This design comes from an exercise in tuning for small area on the open sky130 flow, not from production work. RTL that was checked went through simulation tests only; none was proved equivalent to the original.

==> run A <==
// pipelined_fir
module pipelined_fir(clk,reset,xn,yn);
input clk,reset;
input signed [15:0] xn;
output wire signed [15:0] yn;
reg [15:0] a, b;
reg [17:0] e, f;   
reg [15:0] yr;
wire [15:0] ysum;
wire n1 = ~b[1];
wire n2 = ~b[2];
wire n3 = ~b[3];
wire n4 = ~b[4];
wire n5 = ~b[5];
wire n6 = ~b[6];
wire n7 = ~b[7];
wire n8 = ~b[8];
wire n9 = ~b[9];
wire n10 = ~b[10];
wire n11 = ~b[11];
wire n12 = ~b[12];
wire n13 = ~b[13];
wire n14 = ~b[14];
wire n15 = ~b[15];
wire n46 = ~a[0];
wire n47 = ~a[1];
wire n48 = ~a[2];
wire n49 = ~a[3];
wire n50 = ~a[4];
wire n51 = ~a[5];
wire n52 = ~a[6];
wire n53 = ~a[7];
wire n54 = ~a[8];
wire n55 = ~a[9];
wire n56 = ~a[10];
wire n57 = ~a[11];
wire n58 = ~a[12];
wire n59 = ~a[13];
wire n60 = ~a[14];
wire n61 = ~a[15];
wire n62 = ~b[0];
wire n63 = ~e[1];
wire n64 = ~e[2];
wire n65 = ~e[3];
wire n66 = ~e[4];
wire n67 = ~e[5];
wire n68 = ~e[6];
wire n69 = ~e[7];
wire n70 = ~e[8];
wire n71 = ~e[9];
wire n72 = ~e[10];
wire n73 = ~e[11];
wire n74 = ~e[12];
wire n75 = ~e[13];
wire n76 = ~e[14];
wire n77 = ~e[15];
wire n78 = ~ev[1];
wire n79 = ~e[0];
wire n80 = ~ev[0];
wire n81 = ~f[0];
wire n82 = ~f[16];
always @(posedge clk or posedge reset)
  if (reset) begin
    a <= 16'h0000; b <= 16'h0000; yr <= 16'h0000; e <= 18'b001111111111111110; f <= 18'b001111111111111110;
  end else begin
  ...
==> flow/config.mk <==
export PLATFORM = sky130hd
export DESIGN_NAME = pipelined_fir
export DESIGN_NICKNAME = pipelined_fir
export VERILOG_FILES = /design/flow/design.v
export SDC_FILE = /design/flow/constraint.sdc
export NUM_CORES = 4
export LEC_CHECK = 0
export CAP_MARGIN = 20
export CORE_MARGIN = 2
export CORE_UTILIZATION = 60
export GPL_TIMING_DRIVEN = 0
export SLEW_MARGIN = 20
export SYNTH_HIERARCHICAL = 1
==> flow/constraint.sdc <==
create_clock -name core_clock -period 8.0 [get_ports {clk}]
set_input_delay 1.6000 -clock core_clock [delete_from_list [all_inputs] [get_ports {clk}]]
set_output_delay 1.6000 -clock core_clock [all_outputs]
set_load 0.01 [all_outputs]
standard.sh (not shown) runs the stock make flow with config.mk's settings and CLKGATE_MAP_FILE= SYNTH_SCRIPT=/design/flow/synth_recipe.tcl, a recipe that flattens the netlist after the stock synthesis.
==> flow/flow/run.sh <==
#!/bin/bash
# Layout flow: the standard flow (standard.sh, with its synthesis
# unchanged), except that the port buffers use the smallest buffer cell and
# clock tree synthesis runs without dummy balancing loads and with one clock
# buffer type. The full make output goes to standard.log in this folder.
set -e
bash standard.sh \
  'BUFFER_PORTS_ARGS=-buffer_cell sky130_fd_sc_hd__buf_1' \
  'CTS_ARGS=-sink_clustering_enable -repair_clock_nets -dont_use_dummy_load -buf_list sky130_fd_sc_hd__clkbuf_8' \
  finish > standard.log 2>&1
==> run Y (differences from run A) <==
--- a/flow/design.v
+++ b/flow/design.v
@@ -687,73 +687,74 @@
 wire c667 = (c200 & s221) | (c200 & c666) | (s221 & c666);
 wire c668 = (c222 & s245) | (c222 & c667) | (s245 & c667);
 wire c669 = ~s271 & ~c668;
 wire i670 = ~c669;
 wire c671 = (c272 & s301) | (c272 & i670) | (s301 & i670);
 wire c672 = ~s335 & ~c671;
 wire s673, c674;
-fir_ha u_s673 (.a(s401), .b(c370), .s(s673), .co(c674));
-wire k675 = ~(s673 | c674);
-wire s676, c677;
-fir_ha u_s676 (.a(s521), .b(c496), .s(s676), .co(c677));
-wire k678 = ~(s676 | c677);
+fir_ha u_s673 (.a(c672), .b(s369), .s(s673), .co(c674));
+wire k675 = s673 & c672;
+wire i676 = ~k675;
+wire s677, c678;
+fir_fa u_s677 (.a(s401), .b(c370), .c(i676), .s(s677), .co(c678));
 wire s679, c680;
-fir_ha u_s679 (.a(s545), .b(c522), .s(s679), .co(c680));
+fir_ha u_s679 (.a(s433), .b(c678), .s(s679), .co(c680));
 wire k681 = ~(s679 | c680);
 wire s682, c683;
-fir_ha u_s682 (.a(s619), .b(c606), .s(s682), .co(c683));
-wire k684 = ~(s682 | c683);
+fir_ha u_s682 (.a(k681), .b(s465), .s(s682), .co(c683));
+wire k684 = s682 & k681;
 wire s685, c686;
-fir_ha u_s685 (.a(s631), .b(c620), .s(s685), .co(c686));
+fir_ha u_s685 (.a(s521), .b(c496), .s(s685), .co(c686));
 wire k687 = ~(s685 | c686);
 wire s688, c689;
-fir_ha u_s688 (.a(c632), .b(s641), .s(s688), .co(c689));
+fir_ha u_s688 (.a(s545), .b(c522), .s(s688), .co(c689));
 wire k690 = ~(s688 | c689);
 wire s691, c692;
-fir_ha u_s691 (.a(s649), .b(c642), .s(s691), .co(c692));
+fir_ha u_s691 (.a(s619), .b(c606), .s(s691), .co(c692));
 wire k693 = ~(s691 | c692);
 wire s694, c695;
-fir_ha u_s694 (.a(c650), .b(s653), .s(s694), .co(c695));
+fir_ha u_s694 (.a(s631), .b(c620), .s(s694), .co(c695));
 wire k696 = ~(s694 | c695);
-wire G697 = ~s369 & c672;
-wire G698 = k675 | s673 & G697;
-wire G699 = ~s433 & G698;
-wire G700 = ~s465 & G699;
-wire G701 = ~s495 & G700;
-wire G702 = k678 | s676 & G701;
-wire G703 = k681 | s679 & G702;
-wire G704 = ~s567 & G703;
-wire G705 = ~s587 & G704;
-wire G706 = ~s605 & G705;
-wire G707 = k684 | s682 & G706;
-wire G708 = k687 | s685 & G707;
-wire G709 = k690 | s688 & G708;
-wire G710 = k696 | s694 & k693;
-wire P711 = s694 & s691;
-wire G712 = k693 | s691 & G709;
-wire G713 = G710 | P711 & G709;
-wire G714 = ~s656 & G713;
-wire y715 = ~s369 ^ c672;
-wire y716 = s673 ^ G697;
-wire y717 = ~s433 ^ G698;
-wire y718 = ~s465 ^ G699;
-wire y719 = ~s495 ^ G700;
-wire y720 = s676 ^ G701;
-wire y721 = s679 ^ G702;
-wire y722 = ~s567 ^ G703;
-wire y723 = ~s587 ^ G704;
-wire y724 = ~s605 ^ G705;
-wire y725 = s682 ^ G706;
-wire y726 = s685 ^ G707;
-wire y727 = s688 ^ G708;
-wire y728 = s691 ^ G709;
-wire y729 = s694 ^ G712;
-wire y730 = ~s656 ^ G713;
+wire s697, c698;
+fir_ha u_s697 (.a(c632), .b(s641), .s(s697), .co(c698));
+wire k699 = ~(s697 | c698);
+wire s700, c701;
+fir_ha u_s700 (.a(s649), .b(c642), .s(s700), .co(c701));
+wire k702 = ~(s700 | c701);
+wire s703, c704;
+fir_ha u_s703 (.a(c650), .b(s653), .s(s703), .co(c704));
+wire k705 = ~(s703 | c704);
+wire G706 = ~s495 & k684;
+wire G707 = k687 | s685 & G706;
+wire G708 = k690 | s688 & G707;
+wire G709 = ~s567 & G708;
+wire G710 = ~s587 & G709;
+wire G711 = ~s605 & G710;
+wire G712 = k693 | s691 & G711;
+wire G713 = k696 | s694 & G712;
+wire G714 = k699 | s697 & G713;
+wire G715 = k705 | s703 & k702;
+wire P716 = s703 & s700;
+wire G717 = k702 | s700 & G714;
+wire G718 = G715 | P716 & G714;
+wire G719 = ~s656 & G718;
+wire y720 = ~s495 ^ k684;
+wire y721 = s685 ^ G706;
+wire y722 = s688 ^ G707;
+wire y723 = ~s567 ^ G708;
+wire y724 = ~s587 ^ G709;
+wire y725 = ~s605 ^ G710;
+wire y726 = s691 ^ G711;
+wire y727 = s694 ^ G712;
+wire y728 = s697 ^ G713;
+wire y729 = s700 ^ G714;
+wire y730 = s703 ^ G717;
+wire y731 = ~s656 ^ G718;
 assign e_next = {b[15], c45, s44, s42, s40, s38, s36, s34, s32, s30, s28, s26, s24, s22, s20, s18, s16, b[0]};
-assign ysum = {y730, y729, y728, y727, y726, y725, y724, y723, y722, y721, y720, y719, y718, y717, y716, y715};
+assign ysum = {y731, y730, y729, y728, y727, y726, y725, y724, y723, y722, y721, y720, ~s682, s679, ~s677, ~s673};
 endmodule
 module fir_fa(a, b, c, s, co);
 input a, b, c;
 output s, co;
 assign s = a ^ b ^ c;
 assign co = (a & b) | (a & c) | (b & c);
 endmodule
==> flow_metrics.tcl <==
set metrics [dict create \
    run_status "finished clean" \
    seq_area_share_pct 22.8 \
    syn_area_per_cell_um2 17.5 \
    final_layout_size_suffix_gt1_share_pct 9.06 \
    postCtsSetupRepairBufs 0 \
    finalWorstSetupSlack_ns 0.417 \
    gr-usage-met1_pct 43.3 \
    dieWidth_um 126 \
    fillerInstances 1022 \
    reg2reg_depth 22 \
    synth.area.mux_share_pct 0.592 \
    grt_pass1_wl_um 33100 \
    vias 4374 \
    synth_nets 843 \
]
That was run A.
==> flow_metrics.tcl <==
set metrics [dict create \
    run_status "finished clean" \
    hold_path.class "flip-flop to flip-flop" \
    fillerInstances 1005 \
    crit_end "yr[13]" \
    seq_area_share_pct 21.3 \
    grt_pass1_wl_um 34300 \
    syn_area_per_cell_um2 17.2 \
    die_h_um 125 \
    reg2reg_depth 29 \
    synth.area.mux_share_pct 0.339 \
    gr-usage-met1_pct 44.7 \
    finalWorstSetupSlack_ns 0.271 \
    synth_nets 848 \
    postCtsSetupRepairBufs 35 \
    vias 4612 \
]
That was run Y.
Only the layout flow was run in run Y; the RTL was not checked for function there.

re-timing with driven ports:
The flow's constraints put no driver on any port. The routed layouts listed below were extracted and timed again, unchanged, in two steps. Step 1, drivers: a clkbuf_16 drives clk and a buf_2 each remaining input, both assumed. Step 2 adds t to the input delays and takes it off the output delays; t is the mean of the earliest and latest rising clock arrival at the registers after step 1. Input paths then give back, and output paths get back, about the clock's delay inside the block. a / b / c = no drivers / after step 1 / after step 2; a / b = the first two.
run	shift t [ns]	setup WS [ns]	hold slack, ns	latest minus earliest clock arrival (ns)	pins driven straight from the clock port
run A	0.398	0.417 / 0.417 / 0.417	0.432 / 0.432 / 0.432	0.028 / 0.028	1
run Y	0.396	0.271 / 0.271 / 0.271	0.422 / 0.422 / 0.422	0.019 / 0.020	1
After both steps every run listed still meets setup and hold.
